What follows belongs to an exercise in optimizing a design on an open flow for small area and a short achievable clock period; a production flow would make more cautious choices. In this exercise RTL edits were held to simulation tests only and were not proved equivalent to the original. Power figures rest on the tool's default switching activity, not on a simulated workload.

## flow/design.v (module list and top-level ports; edited modules follow where they fit)
// module matrix_alu: 2051 lines
// module fa: 4 lines
// module ha: 4 lines
// module xnor2m: 3 lines
// module or2m: 3 lines
// module ao22m: 3 lines
// module aoi21m: 3 lines
// module add8: 13 lines
module matrix_alu (
    input  wire         clk,
    input  wire         resetn,
    input  wire [31:0]  A,
    input  wire [31:0]  B,
    input  wire [1:0]   op,
    output wire [127:0] C
);
  // ...
==> flow/flow/run.sh <==
#!/bin/bash
# Own layout flow: the standard ORFS flow (standard synthesis unchanged),
# with small, fast port buffers (buf_2 instead of the default delay buffer).
set -euo pipefail
bash standard.sh BUFFER_PORTS_ARGS="-buffer_cell sky130_fd_sc_hd__buf_2" finish > orfs_flow.log 2>&1
==> flow/standard.sh <==
#!/bin/bash
# synth_recipe.tcl (not shown) runs the flow's synth.tcl, then flattens the netlist and writes it again
# the make line also repeats each setting of config.mk as NAME=value (left out here)
make -C /OpenROAD-flow-scripts/flow DESIGN_CONFIG=/design/flow/config.mk WORK_HOME=/design/flow/orfs CLKGATE_MAP_FILE= SYNTH_SCRIPT=/design/flow/synth_recipe.tcl "${@:-finish}"
==> flow/config.mk <==
export PLATFORM = sky130hd
export DESIGN_NAME = matrix_alu
export DESIGN_NICKNAME = matrix_alu
export VERILOG_FILES = /design/flow/design.v
export SDC_FILE = /design/flow/constraint.sdc
export NUM_CORES = 4
export LEC_CHECK = 0
export CAP_MARGIN = 20
export CORE_MARGIN = 2
export CORE_UTILIZATION = 40
export SETUP_SLACK_MARGIN = 1.0
export SLEW_MARGIN = 20
export SYNTH_HIERARCHICAL = 1
export SYNTH_MINIMUM_KEEP_SIZE = 0
==> flow/constraint.sdc <==
create_clock -name core_clock -period 6.5 [get_ports {clk}]
set_input_delay 1.3000 -clock core_clock [delete_from_list [all_inputs] [get_ports {clk}]]
set_output_delay 1.3000 -clock core_clock [all_outputs]
set_load 0.01 [all_outputs]
==> notes.md, run 1 <==
Detailed routing
The amount of wire on met2 after detailed routing is 26900 um. The sum of routed wire segments on met1 is 26500 um. The detailed router's first-iteration violation count is 1742.

Global route
Global routing used 49.32% of the available met2 tracks. Global routing consumed, over all layers together, 33.36% of the routing resources. Global routing used 8.974% of the available met3 tracks.

Power
In this run the power density over the cells is 286.7 nW/um^2. The clock network power is 558 uW. Of the total power, registers draw 19.8%.

The share of total power dissipated in the clock network is 11.1%. The final total power is 5009 uW. Summed over all cells, the static leakage comes to 0.007630 uW.

Clock network
In this run, post-CTS repair resized a total of 52 instances. Hold repair after CTS inserted 0 buffers. Clock-pin slew was measured on the worst setup and hold paths at 0.08 ns.

Finish
Of all the cell area in the finished design, the clock network holds 1.612%. The register with the most flip-flops in the layout has 32 of them. The biggest slice of the area belongs to multi-input gates. Of the cells placed in the final design, the portion with a size suffix greater than 1 is 21.04%. The register ranked first by flip-flop count is t_q. The register cell area after layout is 2402 sq um. The count of multi-input gates is 1533. The final net count is 2314.

Timing
In the finished design, the share of the clock period the worst path needs comes to 83.77%. The normalized max-slew margin is 34.42%. The slack of the critical path is 1.055 ns. Setup repair after global routing could not meet its margin everywhere.

Synthesis
The share of synthesized area in the top cell type comes to 15.17%. Of the total synthesized cell area, the portion taken by full adders, half adders and majority gates is 21.61%. Summing the areas of all compound-gate instances in the mapped netlist gives 32.01% of the synthesized area. Of the total synthesized cell area, the portion taken by AND, OR, NAND and NOR gates is 12.81%. The synthesized design contains 0 enable-type register cells. The commonest cells after synthesis are 288 x sky130_fd_sc_hd__a21oi_1, 256 x sky130_fd_sc_hd__a22o_1, 175 x sky130_fd_sc_hd__xnor2_1, 151 x sky130_fd_sc_hd__nand2_1, 147 x sky130_fd_sc_hd__nor2_1.

Synthesis handed over a netlist of 1831 instances. Of the total synthesized cell area, the portion taken by XOR and XNOR cells is 13.38%.

Outcome
The run finished with no timing, DRC or antenna violations.

Floorplan
The tap cell count is 468. The row count is 70. The boundary pin count is 196.

Critical path
The critical path is of the reg2out type. At the worst endpoint, the required time is 5.20 ns. The top cell family by delay on the critical path is XOR/XNOR gates. The data arrival time of the critical path is 4.15 ns.

Flow run
The tool flagged a number of max-cap violations equal to 0.
==> inputs of run 2 (changes only) <==
--- a/flow/config.mk
+++ b/flow/config.mk
@@ -9,5 +9,5 @@
 export CORE_MARGIN = 2
 export CORE_UTILIZATION = 40
-export SETUP_SLACK_MARGIN = 1.0
+export SETUP_SLACK_MARGIN = 1.6
 export SLEW_MARGIN = 20
 export SYNTH_HIERARCHICAL = 1
==> notes.md, run 2 <==
Outcome
The flow ran to the end and the layout has no timing, DRC or antenna violations.

Detailed routing
The number of detailed-routing iterations run before antenna repair is 5. The detailed router's first-iteration violation count is 2153 (+24%). Summed over all layers, the routed wires come to 67460 um.

After detailed routing, the number of vias per cell comes to 6.218. Once detail routing completed, the nets flagged for antenna violations numbered 0. The number of design rule violations left after detail routing is 0. Dividing the detail-routed wire length by the instance count gives 25.89 um. Detailed routing inserted a total of 16200 vias.

Clock network
The TritonCTS clock tree is built. In this run the clock root is driven by a sky130_fd_sc_hd__clkbuf_16. In this run the number of H-tree levels came out at 3. The clock-pin slew of the registers on the worst-case setup and hold paths is 0.08 ns (about the same).

The number of buffers created by CTS is 9. The worst-case clock buffer depth is 2. Counting every sink on the clock net gives 112.

The total of hold buffers inserted after clock tree synthesis is 0 (unchanged).

Placed design
The number of input and output port buffers inserted is 195. The worst slack at placement is 0.8758 ns. Summed over all nets, the half-perimeter wirelength after detailed placement is 49800 um. The weighted congestion at the end of routability-driven global placement is 1.008.

Timing
Setup violations remaining at the end of the flow were counted as 0. Setup repair after global routing could not meet its margin everywhere. The normalized max-slew margin is 32.00% (-2.4 points).

The routed design could run at a clock period as short as 5.298 ns. The count of pins over their slew limit is 0. The maximum clock frequency is 0.1888 GHz. The number of failing hold endpoints at the final stage is 0.

The final worst-path cycle share is 81.50% (-2.3 points). In the final timing run, aggregate negative setup slack is 0 ns. The slack of the critical path is 1.202 ns (+0.1476 ns). For the pin with the worst max-slew slack, the measured transition is 1.019 ns. The minimum hold slack is 0.7294 ns.

Worst hold path
The path class of the tightest hold or removal check is in2async.

Synthesis
By instance count, the leading cell after synthesis is sky130_fd_sc_hd__a21oi_1. By area, the combinational part of the netlist is dominated by compound AO/OA/AOI/OAI gates. The total standard cell area after synthesis is 14780 sq um. The commonest cells after synthesis are 288 x sky130_fd_sc_hd__a21oi_1, 256 x sky130_fd_sc_hd__a22o_1, 175 x sky130_fd_sc_hd__xnor2_1, 151 x sky130_fd_sc_hd__nand2_1, 147 x sky130_fd_sc_hd__nor2_1.

The post-synthesis share of cell area spent on xor and xnor gates came to 13.38% (unchanged). Ranked by total cell area, the synthesized netlist is headed by sky130_fd_sc_hd__a22o_1 15%, sky130_fd_sc_hd__fa_1 15%, sky130_fd_sc_hd__dfxtp_1 15%, sky130_fd_sc_hd__xnor2_1 10%, sky130_fd_sc_hd__a21oi_1 9.8%. The share of synthesized area spent on multiplexers is 0%. The portion of synthesized cell area occupied by the leading cell type is 15.17% (unchanged).

The most frequently used flop master after synthesis is sky130_fd_sc_hd__dfxtp_1. The portion of the post-synthesis area used by sequential elements is 15.31%. The simple-gate share of the synthesized area was 12.81% (unchanged). The number of synthesized flops with an enable pin is 0 (unchanged). The biggest area contributor in the post-synthesis netlist is sky130_fd_sc_hd__a22o_1.

The synthesized instance count is 1831 (unchanged). The post-synthesis compound-gate area fraction is 32.01% (unchanged). The Yosys step of the flow raised 12 warnings.

The post-synthesis async set-or-reset flop share is 3.571%. Counting every net in the synthesized netlist gives 2087. After synthesis, the mean cell area works out to 8.070 sq um.

In this run, synthesis produced a sequential element count of 112. The number of different library cells used by synthesis comes to 39. The share of synthesized cell area in full adder, half adder and majority cells is 21.61% (unchanged).

Finish
The register ranked first by flip-flop count is t_q. The share of cells above drive strength 1 was 27.55% (+6.5 points). The final net count was 2389 (+3.2%). The repair_antennas step left the layout with diodes totalling 0. Compared with the post-synthesis result, the final layout area differs by 26.30%. In the layout the commonest cells are 256 x sky130_fd_sc_hd__a22o_1, 255 x sky130_fd_sc_hd__a21oi_1, 193 x sky130_fd_sc_hd__buf_2, 162 x sky130_fd_sc_hd__xnor2_1, 150 x sky130_fd_sc_hd__nand2_1.

The largest registers in the layout are t_q (32), a_q (28). The number of flip-flops under the largest register name was 32 (unchanged). The most common cell after layout, fill and taps aside is sky130_fd_sc_hd__a22o_1.

Critical path
STA classifies the critical path startpoint as a register. The data arrival time of the critical path is 4.00 ns (-0.15 ns). The path type of the worst setup path is reg2out. The critical path capture point type is a primary output.

The required arrival time at the worst endpoint is 5.20 ns (about the same). Along the worst path, the maximum fanout reaches 5.

Power
The peak ir drop on the vdd network is 0.0001522 V. The static power due to leakage is 0.008174 uW (+7.1%). The power density over the cells is 296.2 nW/um^2 (+3.3%).

Global route
The total routing usage reported by global routing is 34.25% (+0.89 points). The largest net degree at the start of global routing is 66. The number of antenna violations at the first check in global routing is 1. For this run the aggregate overflow at the end of global routing stands at 0.

The first-pass GRT wire length is 98830 um. The number of global-route vias before repair is 15480.

Flow run
The number of maximum-capacitance constraint violations is 0 (unchanged).

Floorplan
The die width is 196.2 um. The row count is 70 (unchanged). For this configuration, the core starts out at a cell density of 40.46%. The floorplan step set the die height to 196.2 um. The boundary pin count came to 196 (unchanged). The core outline area is 36520 sq um. The floorplan step defined a die boundary enclosing 38490 sq um.
==> run 2: cell counts after synthesis <==
Identical to the previous run, type by type.
==> run 2: cells by family (layout without fill, tap and decap cells) <==
family	count (synthesis)	in the layout
xor+xnor	224	224
buf+inv	186	493
compound gates	694	694
flops	112	112
fa+ha+maj	188	188
simple gates	427	427
==> run 2: final cells by class <==
| cell class | count | area [sq um] |
|---|---|---|
| well taps | 468 | 585.6 |
| clock inverters | 7 | 100.1 |
| repair buffers | 383 | 2663 |
| inverters | 94 | 352.8 |
| flip-flops and latches | 112 | 2436 |
| clock buffers | 9 | 225.2 |
| multi-input cells | 1533 | 12300 |
| fillers | 3535 | 17860 |
==> run 2: critical path, cell delays in order (launching register included) <==
cell                        delay [ns]
sky130_fd_sc_hd__dfxtp_2          0.36
sky130_fd_sc_hd__buf_6            0.15
sky130_fd_sc_hd__a22o_1           0.14
sky130_fd_sc_hd__a21oi_1          0.06
sky130_fd_sc_hd__or2_1            0.24
sky130_fd_sc_hd__fa_1             0.40
sky130_fd_sc_hd__or2_1            0.28
sky130_fd_sc_hd__fa_2             0.39
sky130_fd_sc_hd__xnor2_2          0.20
sky130_fd_sc_hd__inv_1            0.08
sky130_fd_sc_hd__ha_2             0.22
sky130_fd_sc_hd__a2111oi_4        0.34
sky130_fd_sc_hd__nor3_2           0.11
sky130_fd_sc_hd__xnor2_1          0.16
sky130_fd_sc_hd__o221ai_2         0.30
sky130_fd_sc_hd__buf_2            0.20
==> run 2: power breakdown <==
part / internal (uW) / total [uW] / leakage (uW) / switching, uW
clock network: 343 / 620 / 0.000161 / 278
registers: 754 / 958 / 0.000977 / 204
logic: 1820 / 3950 / 0.00704 / 2130
==> run 2: stage by stage <==
step	power, uW	cell area, sq um	util, %	cells
floorplan	3191	14780	-	1831
global placement	4230	16780	45.94	2507
detailed placement	4262	16780	45.94	2507
CTS	5217	18220	49.89	2589
global route	5855	18660	51.10	2606
finish	5528	18660	51.10	2606
==> run 2: final timing paths <==
path                              to  slack [ns]  cells after the start  startpoint
max in group asynchronous      mul_q        5.64                      1      resetn
max                            C[23]        1.20                     15  d2_q[1][0]
min                            sub_q        0.73                      1      resetn
min in group core_clock    t_q[2][0]        1.06                      1        A[8]
==> run 2: repair_timing <==
item                       4_1_cts  5_1_grt
gates resized for setup        200       64
hold endpoints to repair         0        0
pin swaps                       54       44
setup endpoints to repair       26       22
setup buffers                   66       16
==> run 2: per-module statistics from Yosys, one instance, submodules excluded <==
module      cells  cell area (sq um)
xnor2m          1              8.758
matrix_alu   1383               9891
ao22m           1              8.758
or2m            1              6.256
fa              1              20.02
==> run 2: per-layer routing <==
metal / up-vias / GRT usage (%) / share of wire, %
met5: - / 0 / 0
met4: 0 / 15.43 / 5.0
met3: 206 / 8.922 / 13
met2: 1204 / 49.70 / 41
met1: 7700 / 47.56 / 41
li1: 7094 / - / -

separate check: timing with driven ports:
No port has a modelled driver above. Below, the same layouts with a new extraction and two added sets of constraints. Step 1 assumes that a clkbuf_16 drives the clock port and a buf_2 every other input. Step 2 times the ports against the registers' clock, not the clock port: input delays grow and output delays shrink by t, the midpoint of the rising clock arrivals with the driver on. Three values: no drivers, after step 1, after step 2; two values: the first two.
run	shift t [ns]	slack for setup (ns)	slew at the worst register clock pin (ns)	worst data-port slew with drivers (ns)	pins driven straight from the clock port
run 1	0.416	1.055 / 1.004 / 1.420	0.09 / 0.09	0.05	1
run 2	0.407	1.202 / 1.155 / 1.563	0.09 / 0.09	0.06	1
After both steps setup and hold are still met in every run listed.
